Source: an optimization exercise on an open RTL-to-GDS flow (aim: small area). Production flows keep margins and buffers that such runs may drop. The RTL was checked by simulation tests, not by an equivalence proof against the original design. The clock port is modelled as an ideal driver; clocking choices that lean on that would not hold on a real chip. Power and IR drop assume default switching activity.

==> v28: inputs <==
// switches_top
module switches_top(clk, reset, hsync, vsync, switches_p1, switches_p2, rgb);
clock: 8.0 ns
lec_check: 0
cap_margin: 20
core_margin: 2
core_utilization: 65
place_density: 0.8
slew_margin: 20
standard.sh (not shown) runs the stock make flow with config.mk's settings and CLKGATE_MAP_FILE= SYNTH_SCRIPT=/design/flow/synth_recipe.tcl, a recipe that flattens the netlist after the stock synthesis.
==> flow/flow/run.sh <==
#!/bin/bash
# Own flow: the standard layout (standard.sh) with
# - synthesis by my_synth.tcl: the standard flow's synthesis, area-oriented for the
#   combinational logic (registers unchanged),
# - the smallest buffer on the ports,
# - a clock tree of small buffers without dummy loads, where post_cts.tcl
#   upsizes the buffers whose flip-flop clock pins see too much slew.
set -euo pipefail
W=$(pwd)
export OWN_ABC_SCRIPT="$W/flow/area.abc"
bash "$W/standard.sh" SYNTH_SCRIPT="$W/flow/my_synth.tcl" \
  BUFFER_PORTS_ARGS="-buffer_cell sky130_fd_sc_hd__buf_1" \
  CTS_ARGS="-sink_clustering_enable -repair_clock_nets -buf_list sky130_fd_sc_hd__clkbuf_4 -dont_use_dummy_load" \
  POST_CTS_TCL="$W/flow/post_cts.tcl" \
  finish > "$W/flow_make.log" 2>&1
==> flow/flow/post_cts.tcl <==
# After clock tree synthesis: upsize every clock buffer whose flip-flop clock
# pins see a slew above the target, until none does.
set_propagated_clock [all_clocks]
set target 0.11
set sizes {sky130_fd_sc_hd__clkbuf_4 sky130_fd_sc_hd__clkbuf_8 sky130_fd_sc_hd__clkbuf_16}
for {set round 0} {$round < 6} {incr round} {
  estimate_parasitics -placement
  set bump {}
  foreach pin [get_pins -hierarchical */CLK] {
    set s 0
    foreach p {slew_max_rise slew_max_fall} { set v [get_property $pin $p]; if {$v > $s} {set s $v} }
    if {$s > $target} {
      set net [get_nets -of_objects $pin]
      foreach drv [get_pins -of_objects $net -filter "direction==output"] {
        lappend bump [get_full_name [get_cells -of_objects $drv]]
      }
    }
  }
  set bump [lsort -unique $bump]
  if {[llength $bump] == 0} { break }
  set changed 0
  foreach c $bump {
    set m [get_property [get_cells $c] ref_name]
    set i [lsearch $sizes $m]
    if {$i >= 0 && $i < [llength $sizes] - 1} {
      replace_cell [get_cells $c] [lindex $sizes [expr {$i + 1}]]
      incr changed
    }
  }
  puts "post_cts round $round: upsized $changed clock buffers"
  if {$changed == 0} { break }
}
detailed_placement
estimate_parasitics -placement
Other scripts of this flow, unchanged in this note and not shown: flow/flow/area.abc, flow/flow/my_synth.tcl
==> v10 (differences from v28) <==
- CORE_UTILIZATION: 65 -> 55
- PLACE_DENSITY: 0.8 -> 0.7
==> v32 (differences from v28) <==
--- a/flow/flow/post_cts.tcl
+++ b/flow/flow/post_cts.tcl
@@ -2,5 +2,5 @@
 # pins see a slew above the target, until none does.
 set_propagated_clock [all_clocks]
-set target 0.11
+set target 0.1
 set sizes {sky130_fd_sc_hd__clkbuf_4 sky130_fd_sc_hd__clkbuf_8 sky130_fd_sc_hd__clkbuf_16}
 for {set round 0} {$round < 6} {incr round} {
- CORE_UTILIZATION: 65 -> 40
- PLACE_DENSITY: 0.8 -> 0.6
==> v14 (differences from v28) <==
--- a/flow/flow/post_cts.tcl
+++ b/flow/flow/post_cts.tcl
@@ -2,5 +2,5 @@
 # pins see a slew above the target, until none does.
 set_propagated_clock [all_clocks]
-set target 0.11
+set target 0.1
 set sizes {sky130_fd_sc_hd__clkbuf_4 sky130_fd_sc_hd__clkbuf_8 sky130_fd_sc_hd__clkbuf_16}
 for {set round 0} {$round < 6} {incr round} {
- CORE_UTILIZATION: 65 -> 55
- PLACE_DENSITY: 0.8 -> 0.7
==> run notes <==
- Of v10 and v14, v14 has the higher clock power (gap about 4%, measured against v14).
- Critical path depth: v10 is higher than v28 (2).
- v32 went through all stages and came out clean. v14 ran to the end with no violations. v10 ran to the end with no violations. v28 ran to the end with no violations.
- Clock-buffer cell count is the same in v14 and v10.
- Hold slack, lowest first: v10, v14, v28, v32.
- In v32 the non-clock buffer count is lower than in v28, by 5.
- Between v32 and v28, the lower global-route usage is in v32 (gap 16 points).
==> figures <==
                                                                                     v10                        v28                        v14                        v32
Pre-CTS worst setup slack                                                       1.456 ns                   1.602 ns                   1.456 ns                   1.671 ns
Mean number of vias per cell                                                       6.370                      6.778                      6.343                      5.751
Critical path's slowest cell                                   sky130_fd_sc_hd__a222oi_1  sky130_fd_sc_hd__a222oi_1  sky130_fd_sc_hd__a222oi_1  sky130_fd_sc_hd__o221ai_1
Fin crit period                                                                 6.752 ns                   6.557 ns                   6.776 ns                   6.232 ns
Internal power of the cells                                                    0.8297 mW                  0.8414 mW                  0.8401 mW                  0.8430 mW
Clock network latency to the later pin of the worst-skew pair                    0.53 ns                    0.54 ns                    0.53 ns                    0.55 ns
Number of rows created at floorplan                                                   36                         33                         36                         43
Outcome                                                 no timing/DRC/antenna violations  no timing/DRC/antenna violations  no timing/DRC/antenna violations  no timing/DRC/antenna violations
Maximum number of pins on one net before global-route repair                          27                         28                         27                         27
Die outline width                                                               104.6 um                   96.57 um                   104.6 um                   122.6 um
Non-clock buffer count                                                                21                         21                         21                         16
Routed wire length on met3                                                      1.618 mm                   1.859 mm                   1.597 mm                     904 um
Slew HR                                                                           43.90%                     44.59%                     43.99%                     30.97%
Final worst clock skew                                                        0.02968 ns                 0.03566 ns                 0.02738 ns                 0.03563 ns

---

==> inputs of run a <==
switches_top again, from the RTL that the note above started with.
Settings: LEC_CHECK=0, CAP_MARGIN=20, CORE_MARGIN=2, CORE_UTILIZATION=55, GPL_TIMING_DRIVEN=0, PLACE_DENSITY=0.7, SLEW_MARGIN=20; clock period 8.0 ns.
==> flow/flow/area.abc <==
strash
&get -n
&fraig -x
&put
scorr
dc2
strash
&get -n
&deepsyn -T 30
&put
strash
dch -f
amap -m
==> flow/flow/my_synth.tcl <==
# The standard flow's synthesis script (synth_recipe.tcl), with two changes that touch
# only combinational logic: no full/half-adder extraction (the adders stay
# plain gates for ABC), and Yosys's abc call uses the area-oriented ABC
# script next to this file instead of ORFS's speed script.  Everything that
# makes the registers is unchanged.
proc synth {args} { yosys synth -nofsm -noshare {*}$args }
proc extract_fa {args} {}
proc abc {args} {
  set i [lsearch -exact $args -script]
  if {$i >= 0} { lset args [expr {$i + 1}] $::env(OWN_ABC_SCRIPT) }
  yosys abc {*}$args
}
source $::env(SCRIPTS_DIR)/synth.tcl
# left out here: clear keep_hierarchy, flatten, clean up, hide names made inside functions, write 1_2_yosys.v
==> flow/flow/post_cts.tcl <==
# After clock tree synthesis: upsize every clock buffer whose flip-flop clock
# pins see a slew above the target, until none does.
set_propagated_clock [all_clocks]
set target 0.11
set sizes {sky130_fd_sc_hd__clkbuf_4 sky130_fd_sc_hd__clkbuf_8 sky130_fd_sc_hd__clkbuf_16}
for {set round 0} {$round < 6} {incr round} {
  estimate_parasitics -placement
  set bump {}
  foreach pin [get_pins -hierarchical */CLK] {
    set s 0
    foreach p {slew_max_rise slew_max_fall} { set v [get_property $pin $p]; if {$v > $s} {set s $v} }
    if {$s > $target} {
      set net [get_nets -of_objects $pin]
      foreach drv [get_pins -of_objects $net -filter "direction==output"] {
        lappend bump [get_full_name [get_cells -of_objects $drv]]
      }
    }
  }
  set bump [lsort -unique $bump]
  if {[llength $bump] == 0} { break }
  set changed 0
  foreach c $bump {
    set m [get_property [get_cells $c] ref_name]
    set i [lsearch $sizes $m]
    if {$i >= 0 && $i < [llength $sizes] - 1} {
      replace_cell [get_cells $c] [lindex $sizes [expr {$i + 1}]]
      incr changed
    }
  }
  puts "post_cts round $round: upsized $changed clock buffers"
  if {$changed == 0} { break }
}
detailed_placement
estimate_parasitics -placement
Scripts as last shown in full above: flow/flow/run.sh
==> run b (differences from run a) <==
--- a/flow/design.v
+++ b/flow/design.v
@@ -46,37 +46,22 @@
 	endfunction
 	reg		[4:0]	hc;
 	reg		[3:0]	ho;
 	reg		[4:0]	vc;
 	reg		[3:0]	vo;
-	wire			hc0		= hc == 5'd0;
-	wire			hc15	= hc == 5'd15;
-	wire			hc17	= hc[4] && !hc[1] && hc[0];
-	wire			hc18	= hc[4] && hc[1] && !hc[0];
-	wire			hc19	= hc[4] && hc[1] && hc[0];
-	wire			hc20	= hc[4] && hc[2];
-	wire			vc0		= vc == 5'd0;
-	wire			vc15	= !vc[4] && vc[3:0] == 4'd15;
-	wire			vc16	= vc[4] && !vc[0];
-	wire			vc17	= vc[4] && vc[0];
-	wire			ho0		= ho == 4'd0;
-	wire			ho1		= ho == 4'd1;
-	wire			ho14	= ho[3] && ho[2] && ho[1];
-	wire			vo0		= vo == 4'd0;
-	wire			vo14	= vo[3] && vo[2] && vo[1];
-	wire			hend	= hc20 && ho[3] && ho[0];			 
-	wire			vend	= vc17 && vo[2] && vo[1];			 
+	wire			hend	= (hc == 5'd20) && (ho == 4'd9);	 
+	wire			vend	= (vc == 5'd17) && (vo == 4'd6);	 
 	wire	[5:0]	hc_inc6	= incdec({1'b0, hc}, 1'b1, 1'b0);
 	wire	[5:0]	vc_inc6	= incdec({1'b0, vc}, 1'b1, 1'b0);
 	wire	[5:0]	ho_inc6	= incdec({2'b0, ho}, 1'b1, 1'b0);
 	wire	[5:0]	vo_inc6	= incdec({2'b0, vo}, 1'b1, 1'b0);
 	always @(posedge clk) begin
 		if (reset || hend) begin
 			hc <= 5'd0;
 			ho <= 4'd1;
 		end
-		else if (ho14) begin
+		else if (ho == 4'd14) begin
 			hc <= hc_inc6[4:0];
 			ho <= 4'd0;
 		end
 		else
 			ho <= ho_inc6[3:0];
@@ -85,55 +70,41 @@
 		if (reset || (hend && vend)) begin
 			vc <= 5'd0;
 			vo <= 4'd0;
 		end
 		else if (hend) begin
-			if (vo14) begin
+			if (vo == 4'd14) begin
 				vc <= vc_inc6[4:0];
 				vo <= 4'd0;
 			end
 			else
 				vo <= vo_inc6[3:0];
 		end
 	end
 	always @(posedge clk) begin
-		hsync <= (hc17 && ho >= 4'd9) || hc18 || (hc19 && ho <= 4'd1);
-		vsync <= (vc16 && vo14) || (vc17 && vo <= 4'd1);
+		hsync <= (hc == 5'd17 && ho >= 4'd9) || hc == 5'd18 || (hc == 5'd19 && ho <= 4'd1);
+		vsync <= (vc == 5'd16 && vo == 4'd14) || (vc == 5'd17 && vo <= 4'd1);
 	end
-	wire			h_on	= !hc[4] || (hc == 5'd16) || (hc17 && ho <= 4'd1);	 
-	wire			v_on	= !vc[4];											 
+	wire			h_on	= hc < 5'd17 || (hc == 5'd17 && ho <= 4'd1);	 
+	wire			v_on	= vc < 5'd16;									 
 	wire			display_on = h_on && v_on;
-	wire			borders	= display_on && ((hc0 && ho <= 4'd2) || (hc17 && ho1)
-								|| (vc0 && vo <= 4'd1) || (vc15 && vo14));
-	wire			line254	= vc16 && vo14 && hc0;
+	wire			borders	= display_on && ((hc == 5'd0 && ho <= 4'd2) || (hc == 5'd17 && ho == 4'd1)
+								|| (vc == 5'd0 && vo <= 4'd1) || (vc == 5'd15 && vo == 4'd14));
+	wire			line254	= vc == 5'd16 && vo == 4'd14 && hc == 5'd0;
 	reg		[5:0]	fcnt;	 
 	wire			tick	= line254 && ho == 4'd3 && fcnt[1:0] == 2'b00;
 	always @(posedge clk) begin
 		if (reset)
-			fcnt <= {5'b11110, line254 && ho1};
+			fcnt <= {5'b11110, line254 && ho == 4'd1};
 		else if (line254 && ho == 4'd2)
 			fcnt <= incdec(fcnt, 1'b1, 1'b0);
 	end
 	reg		[7:0]	dir_sw_q;
 	wire	[7:0]	dir_sw	= {switches_p2[3:0], switches_p1[3:0]};
 	wire			dir_edge = |(dir_sw & ~dir_sw_q);
 	reg		[1:0]	dir1;
 	reg		[1:0]	dir2;
-	reg		[1:0]	dir2_next;
-	always @* begin
-		dir2_next = dir2;
-		if (dir_edge) begin
-			if (switches_p2[1] && dir2 != 2'b01)
-				dir2_next = 2'b00;
-			else if (switches_p2[0] && dir2 != 2'b00)
-				dir2_next = 2'b01;
-			else if (switches_p2[2] && dir2 != 2'b10)
-				dir2_next = 2'b11;
-			else if (switches_p2[3] && dir2 != 2'b11)
-				dir2_next = 2'b10;
-		end
-	end
 	always @(posedge clk) begin
 		dir_sw_q <= dir_sw;
 		if (reset || dir_edge) begin
 			if (reset || (switches_p1[1] && dir1 != 2'b01))
 				dir1 <= 2'b00;
@@ -141,23 +112,30 @@
 				dir1 <= 2'b01;
 			else if (switches_p1[2] && dir1 != 2'b10)
 				dir1 <= 2'b11;
 			else if (switches_p1[3] && dir1 != 2'b11)
 				dir1 <= 2'b10;
+			if (!reset && switches_p2[1] && dir2 != 2'b01)
+				dir2 <= 2'b00;
+			else if (reset || (switches_p2[0] && dir2 != 2'b00))
+				dir2 <= 2'b01;
+			else if (switches_p2[2] && dir2 != 2'b10)
+				dir2 <= 2'b11;
+			else if (switches_p2[3] && dir2 != 2'b11)
+				dir2 <= 2'b10;
 		end
-		dir2 <= reset ? 2'b01 : dir2_next;
 	end
 	reg				game_over;
 	wire			step	= tick && !game_over;
 	reg		[4:0]	hh1, hv1, hh2, hv2;
 	reg		[1:0]	a0, a1, a2, a3, a4;
 	reg		[1:0]	b0, b1, b2, b3, b4;
 	reg				v1, v2, v3, v4;	 
 	reg		[1:0]	grow1, grow2;	 
-	wire	[4:0]	nxt_h	= hc19 ? 5'd0 : hc_inc6[4:0];
-	wire	[4:0]	vnext	= vo14 ? vc_inc6[4:0] : (vend ? 5'd0 : vc);
-	wire	[4:0]	nxt_v	= hc19 ? vnext : vc;
+	wire	[4:0]	nxt_h	= (hc == 5'd19) ? 5'd0 : hc_inc6[4:0];
+	wire	[4:0]	vnext	= (vo == 4'd14) ? vc_inc6[4:0] : (vend ? 5'd0 : vc);
+	wire	[4:0]	nxt_v	= (hc == 5'd19) ? vnext : vc;
 	reg		[4:0]	wh, wv;
 	reg				acc01_1, acc24_1, acc01_2, acc24_2;
 	reg				t01_1c, t24_1c, t01_2c, t24_2c;
 	reg		[1:0]	wc;
 	reg				wz;
@@ -167,13 +145,10 @@
 		wz = 1'b1;
 		wsrc = 2'd0;
 		if (tick) begin
 			wc = dir1; wz = 1'b0; wsrc = 2'd1;
 		end
-		else if (line254 && ho == 4'd2) begin
-			wc = dir2_next; wz = 1'b0; wsrc = 2'd2;
-		end
 		else case (ho)
 			4'd1:  begin wc = a0 ^ 2'b01; wz = 1'b0; wsrc = 2'd1; end
 			4'd2:  begin wc = a1 ^ 2'b01; wz = !v1; end
 			4'd3:  begin wc = a2 ^ 2'b01; wz = !v2; end
 			4'd4:  begin wc = a3 ^ 2'b01; wz = !v3; end
@@ -189,11 +164,11 @@
 	wire	[4:0]	xh	= (wsrc == 2'd1) ? hh1 : (wsrc == 2'd2) ? hh2 : wh;
 	wire	[4:0]	xv	= (wsrc == 2'd1) ? hv1 : (wsrc == 2'd2) ? hv2 : wv;
 	wire	[4:0]	sum_h	= move_h(xh, wc, wz);
 	wire	[4:0]	sum_v	= move_v(xv, wc, wz);
 	wire			hit	= wh == nxt_h && wv == nxt_v;
-	wire			walk	= !hc20;
+	wire			walk	= hc != 5'd20;
 	always @(posedge clk) begin
 		wh <= sum_h;
 		wv <= sum_v;
 		if (walk) case (ho)
 			4'd2:  acc01_1 <= hit;
@@ -206,27 +181,27 @@
 			4'd9:  acc24_2 <= hit && grow2 != 2'd0;
 			4'd10: acc24_2 <= acc24_2 || (hit && grow2[1]);
 			4'd11: acc24_2 <= acc24_2 || (hit && grow2 == 2'd3);
 			default: ;
 		endcase
-		if (ho14 && hc19) begin
+		if (reset || (ho == 4'd14 && hc == 5'd19)) begin
 			t01_1c <= 1'b0;
 			t24_1c <= 1'b0;
 			t01_2c <= 1'b0;
 			t24_2c <= 1'b0;
 		end
-		else if (ho14 || hend) begin
+		else if (ho == 4'd14 || hend) begin
 			t01_1c <= acc01_1;
 			t24_1c <= acc24_1;
 			t01_2c <= acc01_2;
 			t24_2c <= acc24_2;
 		end
 	end
 	wire	[4:0]	nh1	= sum_h;
 	wire	[4:0]	nv1	= sum_v;
-	wire	[4:0]	nh2	= wh;
-	wire	[4:0]	nv2	= wv;
+	wire	[4:0]	nh2	= move_h(hh2, dir2, 1'b0);
+	wire	[4:0]	nv2	= move_v(hv2, dir2, 1'b0);
 	always @(posedge clk) begin
 		if (reset) begin
 			hh1 <= 5'd1;
 			hv1 <= 5'd1;
 			a0 <= 2'b00;
@@ -263,12 +238,12 @@
 	end
 	wire			col1	= (dir1 == (a0 ^ 2'b01))
 		|| (v2 && dir1[1] != a0[1] && a1 == (dir1 ^ 2'b01) && a2 == (a0 ^ 2'b01));
 	wire			col2	= (dir2 == (b0 ^ 2'b01))
 		|| (v2 && dir2[1] != b0[1] && b1 == (dir2 ^ 2'b01) && b2 == (b0 ^ 2'b01));
-	wire			out1	= (nh1[4] && nh1[1]) || (nv1[4] && nv1[0]);
-	wire			out2	= (nh2[4] && nh2[1]) || (nv2[4] && nv2[0]);
+	wire			out1	= nh1 == 5'd18 || nh1 == 5'd31 || nv1 == 5'd17 || nv1 == 5'd31;
+	wire			out2	= nh2 == 5'd18 || nh2 == 5'd31 || nv2 == 5'd17 || nv2 == 5'd31;
 	always @(posedge clk) begin
 		if (reset)
 			game_over <= 1'b0;
 		else if (step)
 			game_over <= out1 || out2 || col1 || col2;
@@ -295,14 +270,14 @@
 				grow1 <= grow1 + 2'd1;
 			if (eat2 && grow2 != 2'd3)
 				grow2 <= grow2 + 2'd1;
 		end
 	end
-	wire			win_tail	= !ho0 && ho <= 4'd11 && vo >= 4'd3 && vo <= 4'd13;
-	wire			win_head	= !ho14 && !vo0;
-	wire			win_apple	= !ho0 && !vo0;
-	wire			grid		= ho1 && vo0;
+	wire			win_tail	= ho >= 4'd1 && ho <= 4'd11 && vo >= 4'd3 && vo <= 4'd13;
+	wire			win_head	= ho <= 4'd13 && vo >= 4'd1 && vo <= 4'd14;
+	wire			win_apple	= ho >= 4'd1 && ho <= 4'd14 && vo >= 4'd1 && vo <= 4'd14;
+	wire			grid		= ho == 4'd1 && vo == 4'd0;
 	wire			t01_1	= win_tail && t01_1c;
 	wire			t01_2	= win_tail && t01_2c;
 	wire			h1		= win_head && hc == hh1 && vc == hv1;
 	wire			h2		= win_head && hc == hh2 && vc == hv2;
 	wire			apple	= win_apple && hc == {1'b0, apple_h} && vc == {1'b0, apple_v};
==> flow/flow/run.sh (replaced) <==
#!/bin/bash
# Own flow: the standard layout (standard.sh), with synthesis run by
# my_synth.tcl (the standard flow's synthesis, area-oriented for the combinational
# logic), the smallest buffer on the ports, and a clock tree of few large
# buffers without dummy loads.
set -euo pipefail
W=$(pwd)
export OWN_ABC_SCRIPT="$W/flow/area.abc"
bash "$W/standard.sh" SYNTH_SCRIPT="$W/flow/my_synth.tcl" \
  BUFFER_PORTS_ARGS="-buffer_cell sky130_fd_sc_hd__buf_1" \
  CTS_ARGS="-sink_clustering_enable -repair_clock_nets -buf_list sky130_fd_sc_hd__clkbuf_16 -sink_clustering_size 40 -sink_clustering_max_diameter 200 -dont_use_dummy_load" \
  finish > "$W/flow_make.log" 2>&1
==> flow/flow/area.abc (replaced) <==
strash
&get -n
&fraig -x
&put
scorr
dc2
strash
&get -n
&deepsyn -T 30
&put
strash
&get -n
&dch -f
&nf -R 1000 -a
&put
- CORE_UTILIZATION: 55 -> 40
- GPL_TIMING_DRIVEN: 0 -> not set
- PLACE_DENSITY: 0.7 -> 0.6
removed: flow/flow/post_cts.tcl
==> run c (differences from run a) <==
==> flow/flow/area.abc (replaced) <==
strash
&get -n
&fraig -x
&put
scorr
dc2
strash
&get -n
&deepsyn -J 200
&put
strash
dch -f
amap -m
- GPL_TIMING_DRIVEN: 0 -> not set
==> run d (differences from run a) <==
--- a/flow/design.v
+++ b/flow/design.v
@@ -116,24 +116,10 @@
 	reg		[7:0]	dir_sw_q;
 	wire	[7:0]	dir_sw	= {switches_p2[3:0], switches_p1[3:0]};
 	wire			dir_edge = |(dir_sw & ~dir_sw_q);
 	reg		[1:0]	dir1;
 	reg		[1:0]	dir2;
-	reg		[1:0]	dir2_next;
-	always @* begin
-		dir2_next = dir2;
-		if (dir_edge) begin
-			if (switches_p2[1] && dir2 != 2'b01)
-				dir2_next = 2'b00;
-			else if (switches_p2[0] && dir2 != 2'b00)
-				dir2_next = 2'b01;
-			else if (switches_p2[2] && dir2 != 2'b10)
-				dir2_next = 2'b11;
-			else if (switches_p2[3] && dir2 != 2'b11)
-				dir2_next = 2'b10;
-		end
-	end
 	always @(posedge clk) begin
 		dir_sw_q <= dir_sw;
 		if (reset || dir_edge) begin
 			if (reset || (switches_p1[1] && dir1 != 2'b01))
 				dir1 <= 2'b00;
@@ -141,12 +127,19 @@
 				dir1 <= 2'b01;
 			else if (switches_p1[2] && dir1 != 2'b10)
 				dir1 <= 2'b11;
 			else if (switches_p1[3] && dir1 != 2'b11)
 				dir1 <= 2'b10;
+			if (!reset && switches_p2[1] && dir2 != 2'b01)
+				dir2 <= 2'b00;
+			else if (reset || (switches_p2[0] && dir2 != 2'b00))
+				dir2 <= 2'b01;
+			else if (switches_p2[2] && dir2 != 2'b10)
+				dir2 <= 2'b11;
+			else if (switches_p2[3] && dir2 != 2'b11)
+				dir2 <= 2'b10;
 		end
-		dir2 <= reset ? 2'b01 : dir2_next;
 	end
 	reg				game_over;
 	wire			step	= tick && !game_over;
 	reg		[4:0]	hh1, hv1, hh2, hv2;
 	reg		[1:0]	a0, a1, a2, a3, a4;
@@ -167,13 +160,10 @@
 		wz = 1'b1;
 		wsrc = 2'd0;
 		if (tick) begin
 			wc = dir1; wz = 1'b0; wsrc = 2'd1;
 		end
-		else if (line254 && ho == 4'd2) begin
-			wc = dir2_next; wz = 1'b0; wsrc = 2'd2;
-		end
 		else case (ho)
 			4'd1:  begin wc = a0 ^ 2'b01; wz = 1'b0; wsrc = 2'd1; end
 			4'd2:  begin wc = a1 ^ 2'b01; wz = !v1; end
 			4'd3:  begin wc = a2 ^ 2'b01; wz = !v2; end
 			4'd4:  begin wc = a3 ^ 2'b01; wz = !v3; end
@@ -221,12 +211,12 @@
 			t24_2c <= acc24_2;
 		end
 	end
 	wire	[4:0]	nh1	= sum_h;
 	wire	[4:0]	nv1	= sum_v;
-	wire	[4:0]	nh2	= wh;
-	wire	[4:0]	nv2	= wv;
+	wire	[4:0]	nh2	= move_h(hh2, dir2, 1'b0);
+	wire	[4:0]	nv2	= move_v(hv2, dir2, 1'b0);
 	always @(posedge clk) begin
 		if (reset) begin
 			hh1 <= 5'd1;
 			hv1 <= 5'd1;
 			a0 <= 2'b00;
--- a/flow/flow/post_cts.tcl
+++ b/flow/flow/post_cts.tcl
@@ -1,9 +1,9 @@
 # After clock tree synthesis: upsize every clock buffer whose flip-flop clock
 # pins see a slew above the target, until none does.
 set_propagated_clock [all_clocks]
-set target 0.11
+set target 0.1
 set sizes {sky130_fd_sc_hd__clkbuf_4 sky130_fd_sc_hd__clkbuf_8 sky130_fd_sc_hd__clkbuf_16}
 for {set round 0} {$round < 6} {incr round} {
   estimate_parasitics -placement
   set bump {}
   foreach pin [get_pins -hierarchical */CLK] {
- CORE_UTILIZATION: 55 -> 40
- GPL_TIMING_DRIVEN: 0 -> not set
- PLACE_DENSITY: 0.7 -> 0.6
==> flow_metrics.tcl <==
set metrics [dict create \
    power_density_nw_per_um2 195 \
    yosys.area_share.simple_pct 16.7 \
    wire_per_inst_um 18.4 \
    ir_worst_vdd_uv 106 \
    status "no timing/DRC/antenna violations" \
    buf_share_pct 1.56 \
    cp.arrival_ns 6.49 \
    wl_met3_um 1340 \
    crit_end "apple_a[3]" \
    powerComb_mw 0.211 \
    fp.dieH_um 124 \
    max_stage_delay_ns 0.53 \
    synthTopCellsByArea "dfxtp_1 34%, edfxtp_1 13%, clkinv_1 8.7%, nor2_1 8.2%, o22ai_1 5.5%" \
]
[end of results for run d]
==> flow_metrics.tcl <==
set metrics [dict create \
    status "no timing/DRC/antenna violations" \
    ir_worst_vdd_uv 173 \
    synthTopCellsByArea "dfxtp_1 33%, edfxtp_1 13%, xnor2_1 5.9%, nor2_1 4.5%, nand2_1 4.0%" \
    multi_input_area_um2 3090 \
    buf_share_pct 0.903 \
    inverters 42 \
    yosys.area_share.simple_pct 20.8 \
    fp.dieH_um 126 \
    powerComb_mw 0.240 \
    max_stage_delay_ns 0.66 \
    cp.arrival_ns 7.01 \
    wire_per_inst_um 18.9 \
]
[end of results for run b]
==> flow_metrics.tcl <==
set metrics [dict create \
    status "no timing/DRC/antenna violations" \
    fp.dieH_um 105 \
    powerComb_mw 0.242 \
    max_stage_delay_ns 0.74 \
    buf_share_pct 1.76 \
    power_density_nw_per_um2 204 \
    crit_end "apple_a[3]" \
    ir_worst_vdd_uv 143 \
    yosysTopAreaCell "dfxtp_1" \
    yosys.area_share.simple_pct 15.9 \
    synthTopCellsByArea "dfxtp_1 36%, edfxtp_1 12%, clkinv_1 9.0%, o22ai_1 7.1%, nor2_1 7.1%" \
]
[end of results for run c]
==> flow_metrics.tcl <==
set metrics [dict create \
    status "no timing/DRC/antenna violations" \
    yosys.area_share.simple_pct 15.9 \
    ir_worst_vdd_uv 165 \
    cp.arrival_ns 7.72 \
    powerComb_mw 0.241 \
    synthTopCellsByArea "dfxtp_1 36%, edfxtp_1 12%, clkinv_1 9.0%, o22ai_1 7.1%, nor2_1 7.1%" \
    fp.dieH_um 105 \
    buf_share_pct 1.59 \
    max_stage_delay_ns 0.80 \
]
[end of results for run a]

==> afterwards: timing with drivers on the ports <==
How much do the figures lean on ideal ports? The routed layouts below were timed once more, with nothing changed but the port constraints. Step 1: set_driving_cell puts a clkbuf_16 on clk and a buf_2 on each other input, an assumption about the parent block. Step 2 adds t to the input delays and takes it off the output delays; t is the mean of the earliest and latest rising clock arrival at the registers after step 1. Input paths then give back, and output paths get back, about the clock's delay inside the block. a / b / c = ideal ports / drivers / drivers and shift; a / b = the first two.
run	t, ns	slack for setup (ns)	hold WS [ns]	worst register clock-pin slew, ns
v28	0.553	1.443 / 1.443 / 1.443	0.329 / 0.329 / 0.329	0.11 / 0.11
v10	0.554	1.248 / 1.248 / 1.248	0.317 / 0.317 / 0.317	0.11 / 0.11
v32	0.571	1.768 / 1.768 / 1.739	0.332 / 0.332 / 0.332	0.10 / 0.10
v14	0.554	1.224 / 1.224 / 1.224	0.329 / 0.329 / 0.329	0.09 / 0.09
run a	0.561	0.708 / 0.708 / 0.708	0.320 / 0.320 / 0.320	0.11 / 0.11
run b	0.453	1.290 / 1.290 / 1.290	0.325 / 0.325 / 0.325	0.06 / 0.06
run c	0.554	1.248 / 1.248 / 1.248	0.317 / 0.317 / 0.317	0.11 / 0.11
run d	0.580	1.956 / 1.956 / 1.956	0.308 / 0.308 / 0.308	0.09 / 0.09
After both steps every run listed still meets setup and hold. The setup slack of v32, which loses most, moves by 0.000 ns with the drivers and by -0.029 ns with both steps.
